This is an optimization exercise on Yosys and OpenROAD, whose aim is small area and a short achievable clock period, not a production implementation. RTL that was checked went through simulation tests only; none was proved equivalent to the original. No activity file was given, so power comes from the tool's default toggle rates.

==> 02-12 <==
Design DALU, start of the top module:
module DALU(clk, rst, in_valid, instruction, out_valid, out);
clock: 9.0 ns
lec_check: 0
abc_area: 1
cap_margin: 20
core_margin: 2
core_utilization: 40
cts_buf_list: sky130_fd_sc_hd__clkbuf_8
setup_slack_margin: 5
slew_margin: 20
synth_hierarchical: 1
synth_minimum_keep_size: 0
buffer_ports_args: -buffer_cell sky130_fd_sc_hd__buf_2
standard.sh (not shown) runs the stock make flow with config.mk's settings and CLKGATE_MAP_FILE= SYNTH_SCRIPT=/design/flow/synth_recipe.tcl, a recipe that flattens the netlist after the stock synthesis.
==> flow/flow/run.sh <==
#!/bin/bash
# The standard layout, with the port buffers made of buf_2 cells instead of
# the resizer's default choice (a slow delay cell).
set -euo pipefail
echo 'export BUFFER_PORTS_ARGS = -buffer_cell sky130_fd_sc_hd__buf_2' >> config.mk
bash standard.sh finish > flow.log 2>&1
==> 11-22 (differences from 02-12) <==
--- a/flow/design.v
+++ b/flow/design.v
@@ -11,11 +11,10 @@
 wire op0 = op == 3'd0, mo1 = op == 3'd1, mo2 = op == 3'd2, mo3 = op == 3'd3, mo4 = op == 3'd4;
 wire mlog = op0 & (f == 4'd0 | f == 4'd1 | f == 4'd2);
 wire madd = op0 & (f == 4'd3);
 wire msub = op0 & (f == 4'd4);
 wire selAs = madd | msub | mo3 | mo4;
-wire selT = madd | msub, selI = mo3 | mo4, inv = msub | mo4;
 wire pass = (op0 & (f <= 4'd4)) | mo3 | mo4;
 wire [5:0] lg = f[1] ? (s ^ tt) : f[0] ? (s | tt) : (s & tt);
 wire [6:0] nt = 7'd0 - {tt[5], tt};
 reg [7:0] r0, r1;
 always @* begin
@@ -125,10 +124,12 @@
 reg ya3;
 reg ya4;
 reg ya5;
 reg ya6;
 reg ya7;
+reg ya8;
+reg ya9;
 reg yb0;
 reg yb1;
 reg yb2;
 reg yb3;
 reg yb4;
@@ -169,28 +170,30 @@
 reg pb6;
 reg pb7;
 always @(posedge clk) begin
   v1 <= in_valid & ~rst;
   out_valid <= v1 & ~rst;
-  ya0 <= (selAs & s[0]) | (mo1 & r0[0]) | (mlog & lg[0]);
-  ya1 <= (selAs & s[1]) | (mo1 & r0[1]) | (mlog & lg[1]);
-  ya2 <= (selAs & s[2]) | (mo1 & r0[2]) | (mlog & lg[2]);
-  ya3 <= (selAs & s[3]) | (mo1 & r0[3]) | (mlog & lg[3]);
-  ya4 <= (selAs & s[4]) | (mo1 & r0[4]) | (mlog & lg[4]) | (mo2 & ~w[1]);
-  ya5 <= (selAs & s[5]) | (mo1 & r0[5]) | (mlog & lg[5]) | (mo2 & ~w[1]);
-  ya6 <= (selAs & s[5]) | (mo1 & r0[6]) | (mlog & lg[5]) | (mo2 & ~w[1]);
-  ya7 <= (selAs & s[5]) | (mo1 & r0[7]) | (mlog & lg[5]) | (mo2 & ~w[1]);
-  yb0 <= (madd & tt[0]) | (msub & nt[0]) | (mo3 & ins[0]) | (mo4 & ~ins[0]) | (mo1 & 1'b0) | (mo2 & 1'b0);
-  yb1 <= (madd & tt[1]) | (msub & nt[1]) | (mo3 & ins[1]) | (mo4 & ~ins[1]) | (mo1 & 1'b0) | (mo2 & 1'b0);
-  yb2 <= (madd & tt[2]) | (msub & nt[2]) | (mo3 & ins[2]) | (mo4 & ~ins[2]) | (mo1 & r1[0]) | (mo2 & 1'b0);
-  yb3 <= (madd & tt[3]) | (msub & nt[3]) | (mo3 & ins[3]) | (mo4 & ~ins[3]) | (mo1 & r1[1]) | (mo2 & w[0]);
-  yb4 <= (madd & tt[4]) | (msub & nt[4]) | (mo3 & ins[4]) | (mo4 & ~ins[4]) | (mo1 & r1[2]) | (mo2 & w[2]);
-  yb5 <= (madd & tt[5]) | (msub & nt[5]) | (mo3 & ins[5]) | (mo4 & ~ins[5]) | (mo1 & r1[3]) | (mo2 & w[3]);
-  yb6 <= (madd & tt[5]) | (msub & nt[6]) | (mo3 & ins[6]) | (mo4 & ~ins[6]) | (mo1 & r1[4]) | (mo2 & w[4]);
-  yb7 <= (madd & tt[5]) | (msub & nt[6]) | (mo3 & ins[7]) | (mo4 & ~ins[7]) | (mo1 & r1[5]) | (mo2 & w[5]);
-  yb8 <= (madd & tt[5]) | (msub & nt[6]) | (mo3 & ins[8]) | (mo4 & ~ins[8]) | (mo1 & r1[6]) | (mo2 & w[6]);
-  yb9 <= (madd & tt[5]) | (msub & nt[6]) | (mo3 & ins[9]) | (mo4 & ~ins[9]) | (mo1 & r1[7]) | (mo2 & w[7]);
+  ya0 <= (selAs & s[0]) | (mo1 & r0[0]) | (mlog & lg[0]) | (mo2 & 1'b0);
+  ya1 <= (selAs & s[1]) | (mo1 & r0[1]) | (mlog & lg[1]) | (mo2 & 1'b0);
+  ya2 <= (selAs & s[2]) | (mo1 & r0[2]) | (mlog & lg[2]) | (mo2 & 1'b0);
+  ya3 <= (selAs & s[3]) | (mo1 & r0[3]) | (mlog & lg[3]) | (mo2 & w[0]);
+  ya4 <= (selAs & s[4]) | (mo1 & r0[4]) | (mlog & lg[4]) | (mo2 & w[2]);
+  ya5 <= (selAs & s[5]) | (mo1 & r0[5]) | (mlog & lg[5]) | (mo2 & w[3]);
+  ya6 <= (selAs & s[5]) | (mo1 & r0[6]) | (mlog & lg[5]) | (mo2 & w[4]);
+  ya7 <= (selAs & s[5]) | (mo1 & r0[7]) | (mlog & lg[5]) | (mo2 & w[5]);
+  ya8 <= (selAs & s[5]) | (mo1 & r0[7]) | (mlog & lg[5]) | (mo2 & w[6]);
+  ya9 <= (selAs & s[5]) | (mo1 & r0[7]) | (mlog & lg[5]) | (mo2 & w[7]);
+  yb0 <= (madd & tt[0]) | (msub & nt[0]) | (mo3 & ins[0]) | (mo4 & ~ins[0]) | (mo1 & 1'b0);
+  yb1 <= (madd & tt[1]) | (msub & nt[1]) | (mo3 & ins[1]) | (mo4 & ~ins[1]) | (mo1 & 1'b0);
+  yb2 <= (madd & tt[2]) | (msub & nt[2]) | (mo3 & ins[2]) | (mo4 & ~ins[2]) | (mo1 & r1[0]);
+  yb3 <= (madd & tt[3]) | (msub & nt[3]) | (mo3 & ins[3]) | (mo4 & ~ins[3]) | (mo1 & r1[1]);
+  yb4 <= (madd & tt[4]) | (msub & nt[4]) | (mo3 & ins[4]) | (mo4 & ~ins[4]) | (mo1 & r1[2]) | (mo2 & ~w[1]);
+  yb5 <= (madd & tt[5]) | (msub & nt[5]) | (mo3 & ins[5]) | (mo4 & ~ins[5]) | (mo1 & r1[3]) | (mo2 & ~w[1]);
+  yb6 <= (madd & tt[5]) | (msub & nt[6]) | (mo3 & ins[6]) | (mo4 & ~ins[6]) | (mo1 & r1[4]) | (mo2 & ~w[1]);
+  yb7 <= (madd & tt[5]) | (msub & nt[6]) | (mo3 & ins[7]) | (mo4 & ~ins[7]) | (mo1 & r1[5]) | (mo2 & ~w[1]);
+  yb8 <= (madd & tt[5]) | (msub & nt[6]) | (mo3 & ins[8]) | (mo4 & ~ins[8]) | (mo1 & r1[6]) | (mo2 & ~w[1]);
+  yb9 <= (madd & tt[5]) | (msub & nt[6]) | (mo3 & ins[9]) | (mo4 & ~ins[9]) | (mo1 & r1[7]) | (mo2 & ~w[1]);
   yc0 <= mo4;
   x0 <= mo1 ? s[0] : mo2 ? w[2] : pass;
   x1 <= mo1 ? s[1] : mo2 ? w[3] : 1'b0;
   x2 <= mo1 ? s[2] : mo2 ? w[4] : 1'b0;
   x3 <= mo1 ? s[3] : mo2 ? w[5] : 1'b0;
@@ -237,15 +240,15 @@
 wire m12, m13;
 DALU_ha u_m12 (.a(ya6), .b(yb6), .s(m12), .co(m13));
 wire m14, m15;
 DALU_ha u_m14 (.a(ya7), .b(yb7), .s(m14), .co(m15));
 wire m16, m17;
-DALU_ha u_m16 (.a(ya7), .b(yb8), .s(m16), .co(m17));
+DALU_ha u_m16 (.a(ya8), .b(yb8), .s(m16), .co(m17));
 wire m18, m19;
-DALU_ha u_m18 (.a(ya7), .b(yb9), .s(m18), .co(m19));
+DALU_ha u_m18 (.a(ya9), .b(yb9), .s(m18), .co(m19));
 wire m20, m21;
-DALU_ha u_m20 (.a(ya7), .b(yb9), .s(m20), .co(m21));
+DALU_ha u_m20 (.a(ya9), .b(yb9), .s(m20), .co(m21));
 wire m22 = m3 | (m2 & m1);
 wire m23 = m2 & m0;
 wire m24 = m7 | (m6 & m5);
 wire m25 = m6 & m4;
 wire m26 = m11 | (m10 & m9);
==> flow/flow/run.sh (replaced) <==
#!/bin/bash
# The standard layout, with the port buffers made of buf_2 cells instead of
# the resizer's default choice (a slow delay cell), and timing repair aiming
# at 5.3 ns of setup slack.
set -euo pipefail
echo 'export BUFFER_PORTS_ARGS = -buffer_cell sky130_fd_sc_hd__buf_2' >> config.mk
echo 'export SETUP_SLACK_MARGIN = 5.3' >> config.mk
bash standard.sh finish > flow.log 2>&1
- PLACE_DENSITY: unset -> 0.8
- SETUP_SLACK_MARGIN: 5 -> 5.3
==> 07-09 (differences from 02-12) <==
--- a/flow/design.v
+++ b/flow/design.v
@@ -11,11 +11,10 @@
 wire op0 = op == 3'd0, mo1 = op == 3'd1, mo2 = op == 3'd2, mo3 = op == 3'd3, mo4 = op == 3'd4;
 wire mlog = op0 & (f == 4'd0 | f == 4'd1 | f == 4'd2);
 wire madd = op0 & (f == 4'd3);
 wire msub = op0 & (f == 4'd4);
 wire selAs = madd | msub | mo3 | mo4;
-wire selT = madd | msub, selI = mo3 | mo4, inv = msub | mo4;
 wire pass = (op0 & (f <= 4'd4)) | mo3 | mo4;
 wire [5:0] lg = f[1] ? (s ^ tt) : f[0] ? (s | tt) : (s & tt);
 wire [6:0] nt = 7'd0 - {tt[5], tt};
 reg [7:0] r0, r1;
 always @* begin
@@ -125,10 +124,12 @@
 reg ya3;
 reg ya4;
 reg ya5;
 reg ya6;
 reg ya7;
+reg ya8;
+reg ya9;
 reg yb0;
 reg yb1;
 reg yb2;
 reg yb3;
 reg yb4;
@@ -169,28 +170,30 @@
 reg pb6;
 reg pb7;
 always @(posedge clk) begin
   v1 <= in_valid & ~rst;
   out_valid <= v1 & ~rst;
-  ya0 <= (selAs & s[0]) | (mo1 & r0[0]) | (mlog & lg[0]);
-  ya1 <= (selAs & s[1]) | (mo1 & r0[1]) | (mlog & lg[1]);
-  ya2 <= (selAs & s[2]) | (mo1 & r0[2]) | (mlog & lg[2]);
-  ya3 <= (selAs & s[3]) | (mo1 & r0[3]) | (mlog & lg[3]);
-  ya4 <= (selAs & s[4]) | (mo1 & r0[4]) | (mlog & lg[4]) | (mo2 & ~w[1]);
-  ya5 <= (selAs & s[5]) | (mo1 & r0[5]) | (mlog & lg[5]) | (mo2 & ~w[1]);
-  ya6 <= (selAs & s[5]) | (mo1 & r0[6]) | (mlog & lg[5]) | (mo2 & ~w[1]);
-  ya7 <= (selAs & s[5]) | (mo1 & r0[7]) | (mlog & lg[5]) | (mo2 & ~w[1]);
-  yb0 <= (madd & tt[0]) | (msub & nt[0]) | (mo3 & ins[0]) | (mo4 & ~ins[0]) | (mo1 & 1'b0) | (mo2 & 1'b0);
-  yb1 <= (madd & tt[1]) | (msub & nt[1]) | (mo3 & ins[1]) | (mo4 & ~ins[1]) | (mo1 & 1'b0) | (mo2 & 1'b0);
-  yb2 <= (madd & tt[2]) | (msub & nt[2]) | (mo3 & ins[2]) | (mo4 & ~ins[2]) | (mo1 & r1[0]) | (mo2 & 1'b0);
-  yb3 <= (madd & tt[3]) | (msub & nt[3]) | (mo3 & ins[3]) | (mo4 & ~ins[3]) | (mo1 & r1[1]) | (mo2 & w[0]);
-  yb4 <= (madd & tt[4]) | (msub & nt[4]) | (mo3 & ins[4]) | (mo4 & ~ins[4]) | (mo1 & r1[2]) | (mo2 & w[2]);
-  yb5 <= (madd & tt[5]) | (msub & nt[5]) | (mo3 & ins[5]) | (mo4 & ~ins[5]) | (mo1 & r1[3]) | (mo2 & w[3]);
-  yb6 <= (madd & tt[5]) | (msub & nt[6]) | (mo3 & ins[6]) | (mo4 & ~ins[6]) | (mo1 & r1[4]) | (mo2 & w[4]);
-  yb7 <= (madd & tt[5]) | (msub & nt[6]) | (mo3 & ins[7]) | (mo4 & ~ins[7]) | (mo1 & r1[5]) | (mo2 & w[5]);
-  yb8 <= (madd & tt[5]) | (msub & nt[6]) | (mo3 & ins[8]) | (mo4 & ~ins[8]) | (mo1 & r1[6]) | (mo2 & w[6]);
-  yb9 <= (madd & tt[5]) | (msub & nt[6]) | (mo3 & ins[9]) | (mo4 & ~ins[9]) | (mo1 & r1[7]) | (mo2 & w[7]);
+  ya0 <= (selAs & s[0]) | (mo1 & r0[0]) | (mlog & lg[0]) | (mo2 & 1'b0);
+  ya1 <= (selAs & s[1]) | (mo1 & r0[1]) | (mlog & lg[1]) | (mo2 & 1'b0);
+  ya2 <= (selAs & s[2]) | (mo1 & r0[2]) | (mlog & lg[2]) | (mo2 & 1'b0);
+  ya3 <= (selAs & s[3]) | (mo1 & r0[3]) | (mlog & lg[3]) | (mo2 & w[0]);
+  ya4 <= (selAs & s[4]) | (mo1 & r0[4]) | (mlog & lg[4]) | (mo2 & w[2]);
+  ya5 <= (selAs & s[5]) | (mo1 & r0[5]) | (mlog & lg[5]) | (mo2 & w[3]);
+  ya6 <= (selAs & s[5]) | (mo1 & r0[6]) | (mlog & lg[5]) | (mo2 & w[4]);
+  ya7 <= (selAs & s[5]) | (mo1 & r0[7]) | (mlog & lg[5]) | (mo2 & w[5]);
+  ya8 <= (selAs & s[5]) | (mo1 & r0[7]) | (mlog & lg[5]) | (mo2 & w[6]);
+  ya9 <= (selAs & s[5]) | (mo1 & r0[7]) | (mlog & lg[5]) | (mo2 & w[7]);
+  yb0 <= (madd & tt[0]) | (msub & nt[0]) | (mo3 & ins[0]) | (mo4 & ~ins[0]) | (mo1 & 1'b0);
+  yb1 <= (madd & tt[1]) | (msub & nt[1]) | (mo3 & ins[1]) | (mo4 & ~ins[1]) | (mo1 & 1'b0);
+  yb2 <= (madd & tt[2]) | (msub & nt[2]) | (mo3 & ins[2]) | (mo4 & ~ins[2]) | (mo1 & r1[0]);
+  yb3 <= (madd & tt[3]) | (msub & nt[3]) | (mo3 & ins[3]) | (mo4 & ~ins[3]) | (mo1 & r1[1]);
+  yb4 <= (madd & tt[4]) | (msub & nt[4]) | (mo3 & ins[4]) | (mo4 & ~ins[4]) | (mo1 & r1[2]) | (mo2 & ~w[1]);
+  yb5 <= (madd & tt[5]) | (msub & nt[5]) | (mo3 & ins[5]) | (mo4 & ~ins[5]) | (mo1 & r1[3]) | (mo2 & ~w[1]);
+  yb6 <= (madd & tt[5]) | (msub & nt[6]) | (mo3 & ins[6]) | (mo4 & ~ins[6]) | (mo1 & r1[4]) | (mo2 & ~w[1]);
+  yb7 <= (madd & tt[5]) | (msub & nt[6]) | (mo3 & ins[7]) | (mo4 & ~ins[7]) | (mo1 & r1[5]) | (mo2 & ~w[1]);
+  yb8 <= (madd & tt[5]) | (msub & nt[6]) | (mo3 & ins[8]) | (mo4 & ~ins[8]) | (mo1 & r1[6]) | (mo2 & ~w[1]);
+  yb9 <= (madd & tt[5]) | (msub & nt[6]) | (mo3 & ins[9]) | (mo4 & ~ins[9]) | (mo1 & r1[7]) | (mo2 & ~w[1]);
   yc0 <= mo4;
   x0 <= mo1 ? s[0] : mo2 ? w[2] : pass;
   x1 <= mo1 ? s[1] : mo2 ? w[3] : 1'b0;
   x2 <= mo1 ? s[2] : mo2 ? w[4] : 1'b0;
   x3 <= mo1 ? s[3] : mo2 ? w[5] : 1'b0;
@@ -237,15 +240,15 @@
 wire m12, m13;
 DALU_ha u_m12 (.a(ya6), .b(yb6), .s(m12), .co(m13));
 wire m14, m15;
 DALU_ha u_m14 (.a(ya7), .b(yb7), .s(m14), .co(m15));
 wire m16, m17;
-DALU_ha u_m16 (.a(ya7), .b(yb8), .s(m16), .co(m17));
+DALU_ha u_m16 (.a(ya8), .b(yb8), .s(m16), .co(m17));
 wire m18, m19;
-DALU_ha u_m18 (.a(ya7), .b(yb9), .s(m18), .co(m19));
+DALU_ha u_m18 (.a(ya9), .b(yb9), .s(m18), .co(m19));
 wire m20, m21;
-DALU_ha u_m20 (.a(ya7), .b(yb9), .s(m20), .co(m21));
+DALU_ha u_m20 (.a(ya9), .b(yb9), .s(m20), .co(m21));
 wire m22 = m3 | (m2 & m1);
 wire m23 = m2 & m0;
 wire m24 = m7 | (m6 & m5);
 wire m25 = m6 & m4;
 wire m26 = m11 | (m10 & m9);
==> flow/flow/run.sh (replaced) <==
#!/bin/bash
# The standard layout, with the port buffers made of buf_2 cells instead of
# the resizer's default choice (a slow delay cell), and timing repair aiming
# at 5.3 ns of setup slack.
set -euo pipefail
echo 'export BUFFER_PORTS_ARGS = -buffer_cell sky130_fd_sc_hd__buf_2' >> config.mk
echo 'export SETUP_SLACK_MARGIN = 5.3' >> config.mk
bash standard.sh finish > flow.log 2>&1
- SETUP_SLACK_MARGIN: 5 -> 5.3
==> run summary <==
Clock Power: 11-22 0.145 mW; 07-09 0.139 mW; 02-12 0.143 mW
Violation count after the first detailed-routing iteration: 11-22 251; 07-09 210; 02-12 357
Layout Cell Area excl Fill: 11-22 5400 µm²; 07-09 5440 µm²; 02-12 5250 µm²
Non-clock buffer area fraction after layout: 11-22 0.0380; 07-09 0.0410; 02-12 0.0363
CP max FO: 11-22 7; 07-09 6; 02-12 9
Reported net switching power: 11-22 0.435 mW; 07-09 0.439 mW; 02-12 0.412 mW
Total number of vias: 11-22 4211; 07-09 4228; 02-12 4180
CP startpoint kind: 11-22 input port; 07-09 flip-flop; 02-12 input port
Number of clock-tree buffers in the layout: 11-22 5; 07-09 5; 02-12 7
Total routed wire length on the met1 layer: 11-22 4880 µm; 07-09 4930 µm; 02-12 5210 µm
Buffers & Inverters on Critical Path: 11-22 1; 07-09 0; 02-12 1
Share of synthesized cell area in full adder, half adder and majority cells: 11-22 0.339; 07-09 0.339; 02-12 0.339
Wire length of the first global-routing pass: 11-22 19100 µm; 07-09 20400 µm; 02-12 21100 µm
Non-clock buffer total of the final layout: 11-22 40; 07-09 42; 02-12 38
Share of synthesized cell area in and, or, nand and nor gates: 11-22 0.256; 07-09 0.256; 02-12 0.250
Clk Latency, worst-skew pair: 11-22 320 ps; 07-09 320 ps; 02-12 300 ps
Non-clock inverter count in the final layout: 11-22 75; 07-09 75; 02-12 79
Share of the final layout cell area in sequential cells: 11-22 0.196; 07-09 0.195; 02-12 0.195
Result of the run: 11-22 complete, no violations; 07-09 complete, no violations; 02-12 complete, no violations
Post-route clock period utilization: 11-22 0.401; 07-09 0.401; 02-12 0.425
Worst slack at placement: 11-22 5040 ps; 07-09 5010 ps; 02-12 4840 ps
Vert. Die Dim: 11-22 115 µm; 07-09 115 µm; 02-12 115 µm
Resized cells post-CTS: 11-22 5; 07-09 8; 02-12 0
Metal2 WL: 11-22 5890 µm; 07-09 6490 µm; 02-12 6350 µm
Gate count of the mapped netlist: 11-22 618; 07-09 618; 02-12 615
No functional check of the RTL was part of 02-12.

[port drivers added, routing unchanged]
Ports are ideal in the flow. The routed layouts listed here were re-timed in OpenROAD.
Step 1: set_driving_cell puts a clkbuf_16 on clk and a buf_2 on each other input, an assumption about the parent block.
Step 2 times the ports against the registers' clock, not the clock port: input delays grow and output delays shrink by t, the midpoint of the rising clock arrivals with the driver on.
Slacks: ideal / step 1 / step 2; pairs: ideal / step 1.
run	t, ns	setup WS [ns]	clock arrival spread, ns	slew at the worst register clock pin (ns)	cell pins on the clock port's net
02-12	0.336	5.178 / 5.145 / 4.858	0.005 / 0.006	0.09 / 0.09	1
11-22	0.343	5.388 / 5.371 / 5.056	0.012 / 0.012	0.11 / 0.11	1
07-09	0.347	5.394 / 5.375 / 5.072	0.007 / 0.007	0.10 / 0.10	1
After both steps every run listed still meets setup and hold. The setup slack of 11-22, which loses most, moves by -0.017 ns with the drivers and by -0.332 ns with both steps.
